Source: an optimization exercise on an open RTL-to-GDS flow (aim: small area and a short achievable clock period). Production flows keep margins and buffers that such runs may drop. In this exercise RTL edits were held to simulation tests only and were not proved equivalent to the original.

`design/flow/config.mk`:
```
export PLATFORM = sky130hd
export DESIGN_NAME = row
export DESIGN_NICKNAME = row
export VERILOG_FILES = /design/flow/design.v
export SDC_FILE = /design/flow/constraint.sdc
export NUM_CORES = 4
export LEC_CHECK = 0
export CAP_MARGIN = 20
export CORE_MARGIN = 2
export CORE_UTILIZATION = 35
export SLEW_MARGIN = 20
```
`design/flow/constraint.sdc`:
```
create_clock -name core_clock -period 12.0 [get_ports {clk}]
set_input_delay 2.4000 -clock core_clock [delete_from_list [all_inputs] [get_ports {clk}]]
set_output_delay 2.4000 -clock core_clock [all_outputs]
set_load 0.01 [all_outputs]
```
`design/flow/design.v`:
```
module core (
   input wire clk,
   input wire rst,
   input wire en,
   input [3:0] pLength,
   input [239:0] prog,
   input [3:0] wready,
   input rreadyL,
   input rreadyR,
   input rreadyU,
   input rreadyD,
   input signed [10:0] left,
   input signed [10:0] right,
   input signed [10:0] up,
   input signed [10:0] down,
   output reg signed [10:0] out,
   output reg [3:0] write,
   output reg readL,
   output reg readR,
   output reg readU,
   output reg readD,
   output logic [3:0] pc,
   output reg signed [10:0] acc,
   output reg signed [10:0] bak
   );
   reg [2:0] last;
   reg [3:0] lastwrite;
   reg [3:0] pcReg;
   wire [15:0] instr = prog[16*pc +: 16];
   always_comb
      if(((write | lastwrite) & wready) != 0)
         if(pcReg == pLength-1)
            pc = 0;
         else
            pc = pcReg+1;
      else
         pc = pcReg;
   always_ff @(posedge clk or posedge rst) begin
      if (rst) begin
         pcReg <= 0;
         acc <= 0;
         bak <= 0;
         last <= 3'd0;
         lastwrite <= 0;
         out <= 0;
         write <= 0;
         readL <= 0;
         readR <= 0;
         readU <= 0;
         readD <= 0;
      end
      else if(en && (pLength != 0)) begin
         readL <= 0;
         readR <= 0;
         readU <= 0;
         readD <= 0;
         if(((write | lastwrite) != 0) && (((write | lastwrite) & wready) == 0)) begin
            if(write != 0) begin
               if(instr[13:11] == 3'd2) begin
                  case(write)
                     4'b0001: last <= 3'd4;
                     4'b0010: last <= 3'd5;
                     4'b0100: last <= 3'd6;
                     4'b1000: last <= 3'd7;
                  endcase
               end
               lastwrite <= write;
               write <= 0;
            end
            else begin
               if(instr[13:11] == 3'd2) begin
                  case(lastwrite)
                     4'b0001: write <= 4'b0010;
                     4'b0010: write <= 4'b1000;
                     4'b0100: write <= 4'b0001;
                     4'b1000: write <= 4'b0100;
                  endcase
               end
               else begin
                  write <= lastwrite;
               end
               lastwrite <= 0;
            end
         end
         else begin
            write <= 0;
            lastwrite <= 0;
            if(pc == pLength-1)
               pcReg <= 0;
            else
               pcReg <= pc+1;
            if(!instr[14]) begin  
               if(signed'(instr[10:0]) > 11'sd999) begin
                  if(instr[10:0] == 11'd1000) begin
                     if(instr[13:11] == 3'd1)
                        acc <= 0;
                     else if((instr[13:11] != 3'd0) && ((instr[13:11] != 3'd3) || (last != 3'd0))) begin
                        out <= 0;
                        pcReg <= pc;
                        if(instr[13:11] == 3'd2)
                           write[2] <= 1;  
                        else if(instr[13:11] == 3'd3)
                           write[last[1:0]] <= 1;
                        else
                           write[instr[12:11]] <= 1;
                     end
                  end
                  else if(instr[10:0] == 11'd1001) begin  
                     if((instr[13:11] != 3'd1) && (instr[13:11] != 3'd0) && ((instr[13:11] != 3'd3) || (last != 3'd0))) begin
                        out <= acc;
                        pcReg <= pc;
                        if(instr[13:11] == 3'd2)
                           write[2] <= 1;  
                        else if(instr[13:11] == 3'd3)
                           write[last[1:0]] <= 1;
                        else
                           write[instr[12:11]] <= 1;
                     end
                  end
                  else if((instr[10:0] == 11'd1004) || ((instr[10:0] == 11'd1002) && rreadyL) || ((instr[10:0] == 11'd1003) && (last == 3'd4))) begin  
                     if(rreadyL) begin
                        readL <= 1;
                        if(instr[10:0] == 11'd1002)
                            last <= 3'd4;
                        if(instr[13:11] == 3'd1)
                           acc <= left;
                        else if((instr[13:11] != 3'd0) && ((instr[13:11] != 3'd3) || (last != 3'd0))) begin
                           out <= left;
                           pcReg <= pc;
                           if(instr[13:11] == 3'd2)
                              write[2] <= 1;  
                           else if(instr[13:11] == 3'd3)
                              write[last[1:0]] <= 1;
                           else
                              write[instr[12:11]] <= 1;
                        end
                     end
                     else begin
                        pcReg <= pc;
                     end
                  end
                  else if((instr[10:0] == 11'd1005) || ((instr[10:0] == 11'd1002) && rreadyR) || ((instr[10:0] == 11'd1003) && (last == 3'd5))) begin  
                     if(rreadyR) begin
                        readR <= 1;
                        if(instr[10:0] == 11'd1002)
                            last <= 3'd5;
                        if(instr[13:11] == 3'd1)
                           acc <= right;
                        else if((instr[13:11] != 3'd0) && ((instr[13:11] != 3'd3) || (last != 3'd0))) begin
                           out <= right;
                           pcReg <= pc;
                           if(instr[13:11] == 3'd2)
                              write[2] <= 1;  
                           else if(instr[13:11] == 3'd3)
                              write[last[1:0]] <= 1;
                           else
                              write[instr[12:11]] <= 1;
                        end
                     end
                     else begin
                        pcReg <= pc;
                     end
                  end
                  else if((instr[10:0] == 11'd1006) || ((instr[10:0] == 11'd1002) && rreadyU) || ((instr[10:0] == 11'd1003) && (last == 3'd6))) begin  
                     if(rreadyU) begin
                        readU <= 1;
                        if(instr[10:0] == 11'd1002)
                            last <= 3'd6;
                        if(instr[13:11] == 3'd1)
                           acc <= up;
                        else if((instr[13:11] != 3'd0) && ((instr[13:11] != 3'd3) || (last != 3'd0))) begin
                           out <= up;
                           pcReg <= pc;
                           if(instr[13:11] == 3'd2)
                              write[2] <= 1;  
                           else if(instr[13:11] == 3'd3)
                              write[last[1:0]] <= 1;
                           else
                              write[instr[12:11]] <= 1;
                        end
                     end
                     else begin
                        pcReg <= pc;
                     end
                  end
                  else if((instr[10:0] == 11'd1007) || (instr[10:0] == 11'd1002) || ((instr[10:0] == 11'd1003) && (last == 3'd7))) begin  
                     if(rreadyD) begin
                        readD <= 1;
                        if(instr[10:0] == 11'd1002)
                            last <= 3'd7;
                        if(instr[13:11] == 3'd1)
                           acc <= down;
                        else if((instr[13:11] != 3'd0) && ((instr[13:11] != 3'd3) || (last != 3'd0))) begin
                           out <= down;
                           pcReg <= pc;
                           if(instr[13:11] == 3'd2)
                              write[2] <= 1;  
                           else if(instr[13:11] == 3'd3)
                              write[last[1:0]] <= 1;
                           else
                              write[instr[12:11]] <= 1;
                        end
                     end
                     else begin
                        pcReg <= pc;
                     end
                  end
               end
               else begin  
                  if(instr[13:11] == 3'd1)
                        acc <= signed'(instr[10:0]);
                     else if((instr[13:11] != 3'd0) && ((instr[13:11] != 3'd3) || (last != 3'd0))) begin
                        out <= signed'(instr[10:0]);
                        pcReg <= pc;
                        if(instr[13:11] == 3'd2)
                           write[2] <= 1;  
                        else if(instr[13:11] == 3'd3)
                           write[last[1:0]] <= 1;
                        else
                           write[instr[12:11]] <= 1;
                     end
               end
            end
            else begin
               case(instr[13:11])
                  3'b100:  
                     if(signed'(instr[10:0]) > 11'sd999) begin
                        if(instr[10:0] == 11'd1001 ) begin  
                           if((acc + acc) > 12'sd999) acc <= 11'sd999;
                           else if((acc + acc) < -12'sd999) acc <= -11'sd999;
                           else acc <= acc + acc;
                        end
                        else if((instr[10:0] == 11'd1004) || ((instr[10:0] == 11'd1002) && rreadyL) || ((instr[10:0] == 11'd1003) && (last == 3'd4))) begin  
                           if(rreadyL) begin
                              readL <= 1;
                              if((acc + left) > 12'sd999) acc <= 11'sd999;
                              else if((acc + left) < -12'sd999) acc <= -11'sd999;
                              else acc <= acc + left;
                              if(instr[10:0] == 11'd1002)
                                  last <= 3'd4;
                           end
                           else begin
                              pcReg <= pc;
                           end
                        end
                        else if((instr[10:0] == 11'd1005) || ((instr[10:0] == 11'd1002) && rreadyR) || ((instr[10:0] == 11'd1003) && (last == 3'd5))) begin  
                           if(rreadyR) begin
                              readR <= 1;
                              if((acc + right) > 12'sd999) acc <= 11'sd999;
                              else if((acc + right) < -12'sd999) acc <= -11'sd999;
                              else acc <= acc + right;
                              if(instr[10:0] == 11'd1002)
                                  last <= 3'd5;
                           end
                           else begin
                              pcReg <= pc;
                           end
                        end
                        else if((instr[10:0] == 11'd1006) || ((instr[10:0] == 11'd1002) && rreadyU) || ((instr[10:0] == 11'd1003) && (last == 3'd6))) begin  
                           if(rreadyU) begin
                              readU <= 1;
                              if((acc + up) > 12'sd999) acc <= 11'sd999;
                              else if((acc + up) < -12'sd999) acc <= -11'sd999;
                              else acc <= acc + up;
                              if(instr[10:0] == 11'd1002)
                                  last <= 3'd6;
                           end
                           else begin
                              pcReg <= pc;
                           end
                        end
                        else if((instr[10:0] == 11'd1007) || (instr[10:0] == 11'd1002) || ((instr[10:0] == 11'd1003) && (last == 3'd7))) begin  
                           if(rreadyD) begin
                              readD <= 1;
                              if((acc + down) > 12'sd999) acc <= 11'sd999;
                              else if((acc + down) < -12'sd999) acc <= -11'sd999;
                              else acc <= acc + down;
                              if(instr[10:0] == 11'd1002)
                                  last <= 3'd7;
                           end
                           else begin
                              pcReg <= pc;
                           end
                        end
                     end
                     else begin
                        if(acc + signed'(instr[10:0]) > 12'sd999) acc <= 11'sd999;
                        else if(acc + signed'(instr[10:0]) < -12'sd999) acc <= -11'sd999;
                        else acc <= acc + signed'(instr[10:0]);
                     end
                  3'b101:  
                     if(signed'(instr[10:0]) > 11'sd999) begin
                        if(instr[10:0] == 11'd1001 ) begin  
                           acc <= 0;
                        end
                        else if((instr[10:0] == 11'd1004) || ((instr[10:0] == 11'd1002) && rreadyL) || ((instr[10:0] == 11'd1003) && (last == 3'd4))) begin  
                           if(rreadyL) begin
                              readL <= 1;
                              if((acc - left) > 12'sd999) acc <= 11'sd999;
                              else if((acc - left) < -12'sd999) acc <= -11'sd999;
                              else acc <= acc - left;
                              if(instr[10:0] == 11'd1002)
                                  last <= 3'd4;
                           end
                           else begin
                              pcReg <= pc;
                           end
                        end
                        else if((instr[10:0] == 11'd1005) || ((instr[10:0] == 11'd1002) && rreadyR) || ((instr[10:0] == 11'd1003) && (last == 3'd5))) begin  
                           if(rreadyR) begin
                              readR <= 1;
                              if((acc - right) > 12'sd999) acc <= 11'sd999;
                              else if((acc - right) < -12'sd999) acc <= -11'sd999;
                              else acc <= acc - right;
                              if(instr[10:0] == 11'd1002)
                                  last <= 3'd5;
                           end
                           else begin
                              pcReg <= pc;
                           end
                        end
                        else if((instr[10:0] == 11'd1006) || ((instr[10:0] == 11'd1002) && rreadyU) || ((instr[10:0] == 11'd1003) && (last == 3'd6))) begin  
                           if(rreadyU) begin
                              readU <= 1;
                              if((acc - up) > 12'sd999) acc <= 11'sd999;
                              else if((acc - up) < -12'sd999) acc <= -11'sd999;
                              else acc <= acc - up;
                              if(instr[10:0] == 11'd1002)
                                  last <= 3'd6;
                           end
                           else begin
                              pcReg <= pc;
                           end
                        end
                        else if((instr[10:0] == 11'd1007) || (instr[10:0] == 11'd1002) || ((instr[10:0] == 11'd1003) && (last == 3'd7))) begin  
                           if(rreadyD) begin
                              readD <= 1;
                              if((acc - down) > 12'sd999) acc <= 11'sd999;
                              else if((acc - down) < -12'sd999) acc <= -11'sd999;
                              else acc <= acc - down;
                              if(instr[10:0] == 11'd1002)
                                  last <= 3'd7;
                           end
                           else begin
                              pcReg <= pc;
                           end
                        end
                     end
                     else begin
                        if(acc - signed'(instr[10:0]) > 12'sd999) acc <= 11'sd999;
                        else if(acc - signed'(instr[10:0]) < -12'sd999) acc <= -11'sd999;
                        else acc <= acc - signed'(instr[10:0]);
                     end
                  3'b110:  
                     if(signed'(instr[10:0]) > 11'sd999) begin
                        if(instr[10:0] == 11'd1000 ) begin  
                           pcReg <= 0;
                        end
                        else if(instr[10:0] == 11'd1001 ) begin  
                           if((signed'(5'(pc)) + acc) > signed'(5'(pLength-1))) pcReg <= pLength-1;
                           else if((signed'(5'(pc)) + acc) < 5'sd0) pcReg <= 0;
                           else pcReg <= signed'(5'(pc)) + acc;
                        end
                        else if((instr[10:0] == 11'd1004) || ((instr[10:0] == 11'd1002) && rreadyL) || ((instr[10:0] == 11'd1003) && (last == 3'd4))) begin  
                           if(rreadyL) begin
                              readL <= 1;
                              if((signed'(5'(pc)) + left) > signed'(5'(pLength-1))) pcReg <= pLength-1;
                              else if((signed'(5'(pc)) + left) < 5'sd0) pcReg <= 0;
                              else pcReg <= signed'(5'(pc)) + left;
                              if(instr[10:0] == 11'd1002)
                                  last <= 3'd4;
                           end
                           else begin
                              pcReg <= pc;
                           end
                        end
                        else if((instr[10:0] == 11'd1005) || ((instr[10:0] == 11'd1002) && rreadyR) || ((instr[10:0] == 11'd1003) && (last == 3'd5))) begin  
                           if(rreadyR) begin
                              readR <= 1;
                              if((signed'(5'(pc)) + right) > signed'(5'(pLength-1))) pcReg <= pLength-1;
                              else if((signed'(5'(pc)) + right) < 5'sd0) pcReg <= 0;
                              else pcReg <= signed'(5'(pc)) + right;
                              if(instr[10:0] == 11'd1002)
                                  last <= 3'd5;
                           end
                           else begin
                              pcReg <= pc;
                           end
                        end
                        else if((instr[10:0] == 11'd1006) || ((instr[10:0] == 11'd1002) && rreadyU) || ((instr[10:0] == 11'd1003) && (last == 3'd6))) begin  
                           if(rreadyU) begin
                              readU <= 1;
                              if((signed'(5'(pc)) + up) > signed'(5'(pLength-1))) pcReg <= pLength-1;
                              else if((signed'(5'(pc)) + up) < 5'sd0) pcReg <= 0;
                              else pcReg <= signed'(5'(pc)) + up;
                              if(instr[10:0] == 11'd1002)
                                  last <= 3'd6;
                           end
                           else begin
                              pcReg <= pc;
                           end
                        end
                        else if((instr[10:0] == 11'd1007) || (instr[10:0] == 11'd1002) || ((instr[10:0] == 11'd1003) && (last == 3'd7))) begin  
                           if(rreadyD) begin
                              readD <= 1;
                              if((signed'(5'(pc)) + down) > signed'(5'(pLength-1))) pcReg <= pLength-1;
                              else if((signed'(5'(pc)) + down) < 5'sd0) pcReg <= 0;
                              else pcReg <= signed'(5'(pc)) + down;
                              if(instr[10:0] == 11'd1002)
                                  last <= 3'd7;
                           end
                           else begin
                              pcReg <= pc;
                           end
                        end
                     end
                     else begin
                        if(signed'(5'(pc)) + signed'(instr[10:0]) > signed'(5'(pLength-1))) pcReg <= pLength-1;
                        else if(signed'(5'(pc)) + signed'(instr[10:0]) < 5'sd0) pcReg <= 0;
                        else pcReg <= signed'(5'(pc)) + signed'(instr[10:0]);
                     end
                  3'b111:
                     case(instr[10:4])
                        7'b1111010:  
                           pcReg <= instr[3:0];
                        7'b1111011:  
                           if(acc == 11'sb0) pcReg <= instr[3:0];
                        7'b1111100:  
                           if(acc != 11'sb0) pcReg <= instr[3:0];
                        7'b1111101:  
                           if(acc > 11'sb0) pcReg <= instr[3:0];
                        7'b1111110:  
                           if(acc < 11'sb0) pcReg <= instr[3:0];
                        7'b1111111:
                           case(instr[3:0])
                              4'b1100:  
                                 begin
                                    acc <= bak;
                                    bak <= acc;
                                 end
                              4'b1101:  
                                 bak <= acc;
                              4'b1110:  
                                acc <= -acc;
                              4'b1111:  
                                 ;
                           endcase
                     endcase
               endcase
            end
         end
      end
   end
endmodule
module stack (
   input wire clk,
   input wire rst,
   input wire en,
   input [3:0] wready,
   input rreadyL,
   input rreadyR,
   input rreadyU,
   input rreadyD,
   input signed [10:0] left,
   input signed [10:0] right,
   input signed [10:0] up,
   input signed [10:0] down,
   output reg signed [10:0] out,
   output reg [3:0] write,
   output reg readL,
   output reg readR,
   output reg readU,
   output reg readD
);
   reg [10:0] stack [0:14];
   reg [3:0] depth;
   reg [3:0] lastwrite;
   always_ff @(posedge clk or posedge rst) begin
      if (rst) begin
         out <= 0;
         write <= 0;
         readL <= 0;
         readR <= 0;
         readU <= 0;
         readD <= 0;
         depth <= 0;
         lastwrite <= 4'b0100;  
      end
      else if(en) begin
         readL <= 0;
         readR <= 0;
         readU <= 0;
         readD <= 0;
         if(depth != 0 && write == 0) begin
            if((wready & lastwrite) != 0) begin
               if(depth != 1)
                  out <= stack[depth-2];
               lastwrite <= 4'b0100;  
               depth <= depth-1;
            end 
            else begin
               case(lastwrite)
                  4'b0001: write <= 4'b0010;
                  4'b0010: write <= 4'b1000;
                  4'b0100: write <= 4'b0001;
                  4'b1000: write <= 4'b0100;
               endcase
               if(depth != 15) begin
                  if(rreadyL) begin
                     readL <= 1;
                     out <= left;
                     stack[depth] <= left;
                     depth <= depth + 1;
                  end
                  else if(rreadyR) begin
                     readR <= 1;
                     out <= right;
                     stack[depth] <= right;
                     depth <= depth + 1;
                  end
                  else if(rreadyU) begin
                     readU <= 1;
                     out <= up;
                     stack[depth] <= up;
                     depth <= depth + 1;
                  end
                  else if(rreadyD) begin
                     readD <= 1;
                     out <= down;
                     stack[depth] <= down;
                     depth <= depth + 1;
                  end
               end
            end
         end
         else begin
            if(write != 0) begin
               lastwrite <= write;
               write <= 0;
            end
            if(depth != 15) begin
               if(rreadyL) begin
                  readL <= 1;
                  out <= left;
                  stack[depth] <= left;
                  depth <= depth + 1;
               end
               else if(rreadyR) begin
                  readR <= 1;
                  out <= right;
                  stack[depth] <= right;
                  depth <= depth + 1;
               end
               else if(rreadyU) begin
                  readU <= 1;
                  out <= up;
                  stack[depth] <= up;
                  depth <= depth + 1;
               end
               else if(rreadyD) begin
                  readD <= 1;
                  out <= down;
                  stack[depth] <= down;
                  depth <= depth + 1;
               end
            end
         end
      end
   end
endmodule
module node (
   input stack,
   input wire clk,
   input wire rst,
   input [3:0] pLength,
   input [239:0] prog,
   input [3:0] wready,
   input rreadyL,
   input rreadyR,
   input rreadyU,
   input rreadyD,
   input signed [10:0] left,
   input signed [10:0] right,
   input signed [10:0] up,
   input signed [10:0] down,
   output logic signed [10:0] out,
   output logic [3:0] write,
   output logic readL,
   output logic readR,
   output logic readU,
   output logic readD,
   output logic [3:0] pc,
   output logic signed [10:0] acc,
   output logic signed [10:0] bak
);
   reg signed [10:0] outC;
   reg [3:0] writeC;
   reg readLC;
   reg readRC;
   reg readUC;
   reg readDC;
   reg [3:0] pcC;
   reg signed [10:0] accC;
   reg signed [10:0] bakC;
   core core0(.clk(clk), .rst(rst), .en(!stack), .pLength(pLength), .prog(prog), .wready(wready),
      .rreadyL(rreadyL), .rreadyR(rreadyR), .rreadyU(rreadyU), .rreadyD(rreadyD),
      .left(left), .right(right), .up(up), .down(down),
      .out(outC), .write(writeC), .readL(readLC), .readR(readRC), .readU(readUC),
      .readD(readDC), .pc(pcC), .acc(accC), .bak(bakC)
   );
   reg signed [10:0] outS;
   reg [3:0] writeS;
   reg readLS;
   reg readRS;
   reg readUS;
   reg readDS;
   stack stack0(.clk(clk), .rst(rst), .en(stack), .wready(wready),
      .rreadyL(rreadyL), .rreadyR(rreadyR), .rreadyU(rreadyU), .rreadyD(rreadyD),
      .left(left), .right(right), .up(up), .down(down),
      .out(outS), .write(writeS), .readL(readLS), .readR(readRS), .readU(readUS),
      .readD(readDS)
   );
   always_comb begin
      if(!stack) begin
         out = outC;
         write = writeC;
         readL = readLC;
         readR = readRC;
         readU = readUC;
         readD = readDC;
         pc = pcC;
         acc = accC;
         bak = bakC;
      end
      else begin
         out = outS;
         write = writeS;
         readL = readLS;
         readR = readRS;
         readU = readUS;
         readD = readDS;
         pc = 4'b0;
         acc = 11'b0;
         bak = 11'b0;
      end
   end
endmodule
module row
(
   input wire clk,
   input wire rst,
   input [15:0] pLength,
   input [959:0] prog,
   input [43:0] up,
   input [43:0] down,
   input [3:0] rreadyU,
   input [3:0] rreadyD,
   input [3:0] wreadyU,
   input [3:0] wreadyD,
   input [3:0] stack,
   output [3:0] writeU,
   output [3:0] writeD,
   output [43:0] out,
   output [3:0] readU,
   output [3:0] readD,
   output [43:0] acc
);
   wire [7:0] wreg;
   wire [7:0] rreg;
   assign rreg[0] = 1'b0;
   assign rreg[7] = 1'b0;
   node node0(.clk(clk), .rst(rst), .pLength(pLength[3:0]), .prog(prog[239:0]), .acc(acc[10:0]), .stack(stack[0]),
      .write({writeD[0], writeU[0], wreg[1:0]}), .wready({wreadyD[0], wreadyU[0], rreg[1:0]}), .out(out[10:0]),
      .rreadyR(wreg[2]), .readR(rreg[2]), .right(out[21:11]),
      .rreadyL(1'b0), .readL(), .left(11'd0),
      .rreadyU(rreadyU[0]), .readU(readU[0]), .up(up[10:0]),
      .rreadyD(rreadyD[0]), .readD(readD[0]), .down(down[10:0]),
      .pc(), .bak()
   );
   node node1(.clk(clk), .rst(rst), .pLength(pLength[7:4]), .prog(prog[479:240]), .acc(acc[21:11]), .stack(stack[1]),
      .write({writeD[1], writeU[1], wreg[3:2]}), .wready({wreadyD[1], wreadyU[1], rreg[3:2]}), .out(out[21:11]),
      .rreadyL(wreg[1]), .readL(rreg[1]), .left(out[10:0]),
      .rreadyR(wreg[4]), .readR(rreg[4]), .right(out[32:22]),
      .rreadyU(rreadyU[1]), .readU(readU[1]), .up(up[21:11]),
      .rreadyD(rreadyD[1]), .readD(readD[1]), .down(down[21:11]),
      .pc(), .bak()
   );
   node node2(.clk(clk), .rst(rst), .pLength(pLength[11:8]), .prog(prog[719:480]), .acc(acc[32:22]), .stack(stack[2]),
      .write({writeD[2], writeU[2], wreg[5:4]}), .wready({wreadyD[2], wreadyU[2], rreg[5:4]}), .out(out[32:22]),
      .rreadyL(wreg[3]), .readL(rreg[3]), .left(out[21:11]),
      .rreadyR(wreg[6]), .readR(rreg[6]), .right(out[43:33]),
      .rreadyU(rreadyU[2]), .readU(readU[2]), .up(up[32:22]),
      .rreadyD(rreadyD[2]), .readD(readD[2]), .down(down[32:22]),
      .pc(), .bak()
   );
   node node3(.clk(clk), .rst(rst), .pLength(pLength[15:12]), .prog(prog[959:720]), .acc(acc[43:33]), .stack(stack[3]),
      .write({writeD[3], writeU[3], wreg[7:6]}), .wready({wreadyD[3], wreadyU[3], rreg[7:6]}), .out(out[43:33]),
      .rreadyL(wreg[5]), .readL(rreg[5]), .left(out[32:22]),
      .rreadyR(1'b0), .readR(), .right(11'd0),
      .rreadyU(rreadyU[3]), .readU(readU[3]), .up(up[43:33]),
      .rreadyD(rreadyD[3]), .readD(readD[3]), .down(down[43:33]),
      .pc(), .bak()
   );
endmodule
```
`design/flow/run.sh`:
```
#!/bin/bash
# synth_recipe.tcl (not shown) runs the flow's synth.tcl, then flattens the netlist and writes it again
# the make line also repeats each setting of config.mk as NAME=value (left out here)
make -C /OpenROAD-flow-scripts/flow DESIGN_CONFIG=/design/flow/config.mk WORK_HOME=/design/flow/orfs CLKGATE_MAP_FILE= SYNTH_SCRIPT=/design/flow/synth_recipe.tcl finish
```
==> summary.txt <==
[through the flow]
stage | hold WS, ns | instance area, sq um | utilization [%] | std cells
2_1_floorplan | 0.435 | 102000 | - | 12200
3_3_place_gp | 0.454 | 119000 | 41.1 | 17000
3_5_place_dp | 0.457 | 119000 | 41.1 | 17000
4_1_cts | 0.472 | 122000 | 42.4 | 17200
5_1_grt | 0.498 | 122000 | 42.4 | 17200
6_report | 0.471 | 122000 | 42.4 | 17200
[critical path: cells and delay by family]
kind,cells,cell delay (ns)
xor+xnor,1,0.15
buf+inv,6,2.03
simple gates,7,2.59
fa+ha+maj,2,0.57
compound gates,14,3.12
[worst paths after layout]
path / cells after the start / to / start / slack (ns)
setup / recovery: 30 / node0.core0.acc[2]$_DFFE_PP0P_ / pLength[0] / 1.69
hold / removal: 2 / node0.core0.readU$_DFFE_PP0P_ / node0.core0.readU$_DFFE_PP0P_ / 0.47
setup reg to reg: 28 / node1.core0.acc[4]$_DFFE_PP0P_ / node2.core0.readL$_DFFE_PP0P_ / 3.38
hold reg to reg: 2 / node0.core0.readU$_DFFE_PP0P_ / node0.core0.readU$_DFFE_PP0P_ / 0.47
max in group asynchronous: 5 / node0.core0.acc[4]$_DFFE_PP0P_ / rst / 7.85
min in group asynchronous: 3 / node1.stack0.out[6]$_DFFE_PP0P_ / rst / 2.25
[cells by family after synthesis]
logic type / synth area share (%)
fa+ha+maj: 11.8
compound gates: 29.0
mux: 4.37
xor+xnor: 4.71
simple gates: 17.7
flops: 27.2
buf+inv: 5.27
[sequential cells by signal (all words and copies together), names as in the netlist, 165 cells and up]
signal and flops:
node0.stack0.stack 165, node1.stack0.stack 165, node2.stack0.stack 165, node3.stack0.stack 165
[layout make-up]
| cell class | instances | area (sq um) |
|---|---|---|
| Multi-Input combinational cell | 9924 | 69300 |
| Inverter | 684 | 2570 |
| Tap cell | 3880 | 4850 |
| Clock inverter | 70 | 754 |
| Sequential cell | 972 | 27600 |
| Timing Repair Buffer | 1563 | 14500 |
| Clock buffer | 131 | 2840 |
| Antenna cell | 21 | 52.6 |
| Fill cell | 29000 | 166000 |
[cells in the final DEF, fill, tap and decap left out, types with 144 or more instances in the layout]
cell | synthesis | routed
sky130_fd_sc_hd__inv_1 | 655 | 652
sky130_fd_sc_hd__nand4_1 | 162 | 162
sky130_fd_sc_hd__o21ai_0 | 803 | 796
sky130_fd_sc_hd__dfrtp_1 | 308 | 307
sky130_fd_sc_hd__a22oi_1 | 285 | 285
sky130_fd_sc_hd__buf_4 | 38 | 426
sky130_fd_sc_hd__a31oi_1 | 154 | 151
sky130_fd_sc_hd__nor2_1 | 926 | 913
sky130_fd_sc_hd__nor2b_1 | 161 | 161
sky130_fd_sc_hd__nor3_1 | 264 | 256
sky130_fd_sc_hd__mux2_2 | 167 | 167
sky130_fd_sc_hd__nand2_1 | 1122 | 1122
sky130_fd_sc_hd__a21oi_1 | 962 | 956
sky130_fd_sc_hd__edfxtp_1 | 660 | 660
sky130_fd_sc_hd__o21a_1 | 202 | 202
sky130_fd_sc_hd__ha_1 | 839 | 839
sky130_fd_sc_hd__a21o_1 | 144 | 144
sky130_fd_sc_hd__nand3_1 | 314 | 314
sky130_fd_sc_hd__o211ai_1 | 174 | 174
sky130_fd_sc_hd__xnor2_1 | 423 | 419
sky130_fd_sc_hd__clkdlybuf4s50_1 | 0 | 1123
sky130_fd_sc_hd__mux2i_1 | 234 | 210
[per-layer routing]
| layer | wire length [microns] | part of all wire, % | GRT usage, % | vias up |
|---|---|---|---|---|
| met5 | 241 | 0.049 | 0.0493 | - |
| met4 | 23700 | 4.8 | 13.2 | 38 |
| met3 | 50900 | 10 | 7.39 | 1023 |
| met2 | 215000 | 43 | 49.0 | 5783 |
| met1 | 207000 | 42 | 43.3 | 51900 |
| li1 | - | - | - | 48500 |
==> report_table.html <==
<table>
<tr><th>Metric</th><th>Value</th></tr>
<tr><th colspan="2">Synthesis</th></tr>
<tr><td>Asr flop ratio synth</td><td>between 30% and 40%</td></tr>
<tr><td>Avg Synthesized Cell Area</td><td>~8.3 sq um</td></tr>
<tr><td>Sequential cell area fraction in the yosys report</td><td>between 20% and 30%</td></tr>
<tr><td>Leading register cell type out of synthesis</td><td>sky130_fd_sc_hd__edfxtp_1</td></tr>
<tr><td>Cell Area, Synth</td><td>about 100000 sq um</td></tr>
<tr><td>Synth Register Bits</td><td>about 970</td></tr>
<tr><td>Syn. warnings</td><td>4</td></tr>
<tr><td>Gate count after technology mapping</td><td>between 10000 and 15000</td></tr>
<tr><td>Unique cell type count in the Yosys netlist</td><td>about 130</td></tr>
<tr><td>Synthesized net count</td><td>14200</td></tr>
<tr><td>Most frequent cells after synthesis</td><td>sky130_fd_sc_hd__nand2_1 (1122), sky130_fd_sc_hd__a21oi_1 (962), sky130_fd_sc_hd__nor2_1 (926)</td></tr>
<tr><td>Cell accounting for the most synthesized area</td><td>sky130_fd_sc_hd__edfxtp_1</td></tr>
<tr><td>EDFF count, synth</td><td>660</td></tr>
<tr><td>Top cells by area in the synthesized netlist</td><td>sky130_fd_sc_hd__edfxtp_1 (19%), sky130_fd_sc_hd__ha_1 (10%), sky130_fd_sc_hd__dfrtp_1 (7.6%)</td></tr>
<tr><td>Cell with the most instances after synthesis</td><td>sky130_fd_sc_hd__nand2_1</td></tr>
<tr><td>Fraction of synthesized cell area taken by the top area cell type</td><td>about a fifth</td></tr>
<tr><th colspan="2">GRT</th></tr>
<tr><td>Overall routing resource usage</td><td>approximately a third</td></tr>
<tr><td>Largest net degree at the start of global routing</td><td>approximately 160</td></tr>
<tr><td>Global route overflow</td><td>0</td></tr>
<tr><td>Number of antenna violations at the first check in global routing</td><td>50</td></tr>
<tr><td>Global-route wire length before repair</td><td>roughly 700000 microns</td></tr>
<tr><td>Number of global-route vias before repair</td><td>around 100000</td></tr>
<tr><th colspan="2">Critical path</th></tr>
<tr><td>Category of the critical setup timing path</td><td>input pin to flip-flop</td></tr>
<tr><td>CP Launch Type</td><td>input pin</td></tr>
<tr><td>Maximum cell stage delay along the critical path</td><td>0.84 ns</td></tr>
<tr><td>Data arrival time of the critical path</td><td>between 10 and 15 ns</td></tr>
<tr><td>Crit-path max FO</td><td>11</td></tr>
<tr><td>Critical Path Sink Type</td><td>flip-flop</td></tr>
<tr><td>CP max stage cell</td><td>sky130_fd_sc_hd__or4_1</td></tr>
<tr><td>Data required time at the worst endpoint</td><td>roughly 13 ns</td></tr>
<tr><th colspan="2">Clock network</th></tr>
<tr><td>Clock buffer depth</td><td>3</td></tr>
<tr><td>CTS-repair resized insts</td><td>0</td></tr>
<tr><td>Clock Latency Late Sink</td><td>0.77 ns</td></tr>
<tr><td>Clock transition at the registers of the reported paths</td><td>about 0.070 ns</td></tr>
<tr><td>H-tree lvl count</td><td>3</td></tr>
<tr><td>Sinks on the clock net</td><td>about 1000</td></tr>
<tr><td>Number of buffers created by CTS</td><td>roughly 110</td></tr>
<tr><td>CTS Hold Buffers Added</td><td>0</td></tr>
<tr><td>CTS tree</td><td>built</td></tr>
<tr><td>Post-CTS Setup Repair Bufs</td><td>0</td></tr>
<tr><td>CTS Root Buffer Type</td><td>sky130_fd_sc_hd__clkbuf_16</td></tr>
<tr><th colspan="2">Drt</th></tr>
<tr><td>DRT antenna net count</td><td>0</td></tr>
<tr><td>Pre-antenna DRT Iters</td><td>7</td></tr>
<tr><td>Mean number of vias per cell</td><td>6.22</td></tr>
<tr><td>Total wire length after detailed routing</td><td>around 500000 microns</td></tr>
<tr><td>Total DRC errors in the routed layout</td><td>0</td></tr>
<tr><td>Average wire per standard cell</td><td>28.8 microns</td></tr>
<tr><td>Number of DRC markers after the initial detailed-route iteration</td><td>between 10000 and 15000</td></tr>
<tr><td>Via count of the routed design</td><td>roughly 110k</td></tr>
<tr><th colspan="2">Die</th></tr>
<tr><td>Placeable core region</td><td>289000 sq um</td></tr>
<tr><td>Number of top-level design ports</td><td>1190</td></tr>
<tr><td># rows</td><td>197</td></tr>
<tr><td>Initial standard-cell utilization of the core</td><td>about a third</td></tr>
<tr><td>Die boundary height</td><td>about 540 microns</td></tr>
<tr><td>Die width</td><td>roughly 540 microns</td></tr>
<tr><td>Area enclosed by the die boundary</td><td>a little under 300000 sq um</td></tr>
<tr><th colspan="2">Timing</th></tr>
<tr><td>Post-route minimum period</td><td>approximately 10 ns</td></tr>
<tr><td>Final Skew</td><td>around 0.055 ns</td></tr>
<tr><td>Fin crit share</td><td>a little under nine tenths</td></tr>
<tr><td>RSZ-0062 raised after global routing</td><td>no</td></tr>
<tr><td>Worst path setup slack after routing</td><td>1.69 ns</td></tr>
<tr><td>Slew at the pin with the worst max-slew slack</td><td>1.21 ns</td></tr>
<tr><td>Final setup viols</td><td>0</td></tr>
<tr><td>Max-slew violations</td><td>0</td></tr>
<tr><td>Sum Neg Setup Slack</td><td>0 ns</td></tr>
<tr><td>F_max</td><td>approximately 97 MHz</td></tr>
<tr><td>Max-Slew Margin vs Limit</td><td>19.4%</td></tr>
<tr><td>Fin. Hold Viols</td><td>0</td></tr>
<tr><th colspan="2">Placed design</th></tr>
<tr><td>Detailed Place HPWL</td><td>around 380000 microns</td></tr>
<tr><td>Final Wtd Congestion</td><td>between 1 and 1.5</td></tr>
<tr><td>Count of input and output buffers</td><td>~1100</td></tr>
<tr><td>Setup Slack @ Placement</td><td>between 1 and 1.5 ns</td></tr>
<tr><th colspan="2">Layout</th></tr>
<tr><td>Nets@finish</td><td>15200</td></tr>
<tr><td>Fraction of layout instances using a drive strength above 1</td><td>between 7 and 8%</td></tr>
<tr><td>Layout overhead on the synthesized area</td><td>20.5%</td></tr>
<tr><th colspan="2">Flow run</th></tr>
<tr><td>Count of maximum capacitance violations</td><td>0</td></tr>
<tr><th colspan="2">Worst hold path</th></tr>
<tr><td>Worst min path class</td><td>flip-flop to flip-flop</td></tr>
<tr><th colspan="2">Run status</th></tr>
<tr><td>Run status</td><td>no timing/DRC/antenna violations</td></tr>
</table>

-- what the ideal ports hide --
No port has a modelled driver above. Below, the same layout with a new extraction and two added sets of constraints.
Step 1, drivers: a clkbuf_16 drives clk and a buf_2 each remaining input, both assumed.
Step 2, shift: input delay + t, output delay - t, t = (earliest + latest rising clock arrival at the registers) / 2. This alone moves slack from input paths to output paths.
a / b / c = no drivers / after step 1 / after step 2; a / b = the first two.
t (ns): 0.834
slack for setup (ns): 1.691 / 1.711 / 0.878
worst setup path after step 2: input to register
After both steps this run still meets setup and hold. For this run, drivers alone change the setup slack by +0.020 ns; drivers and shift together by -0.813 ns.
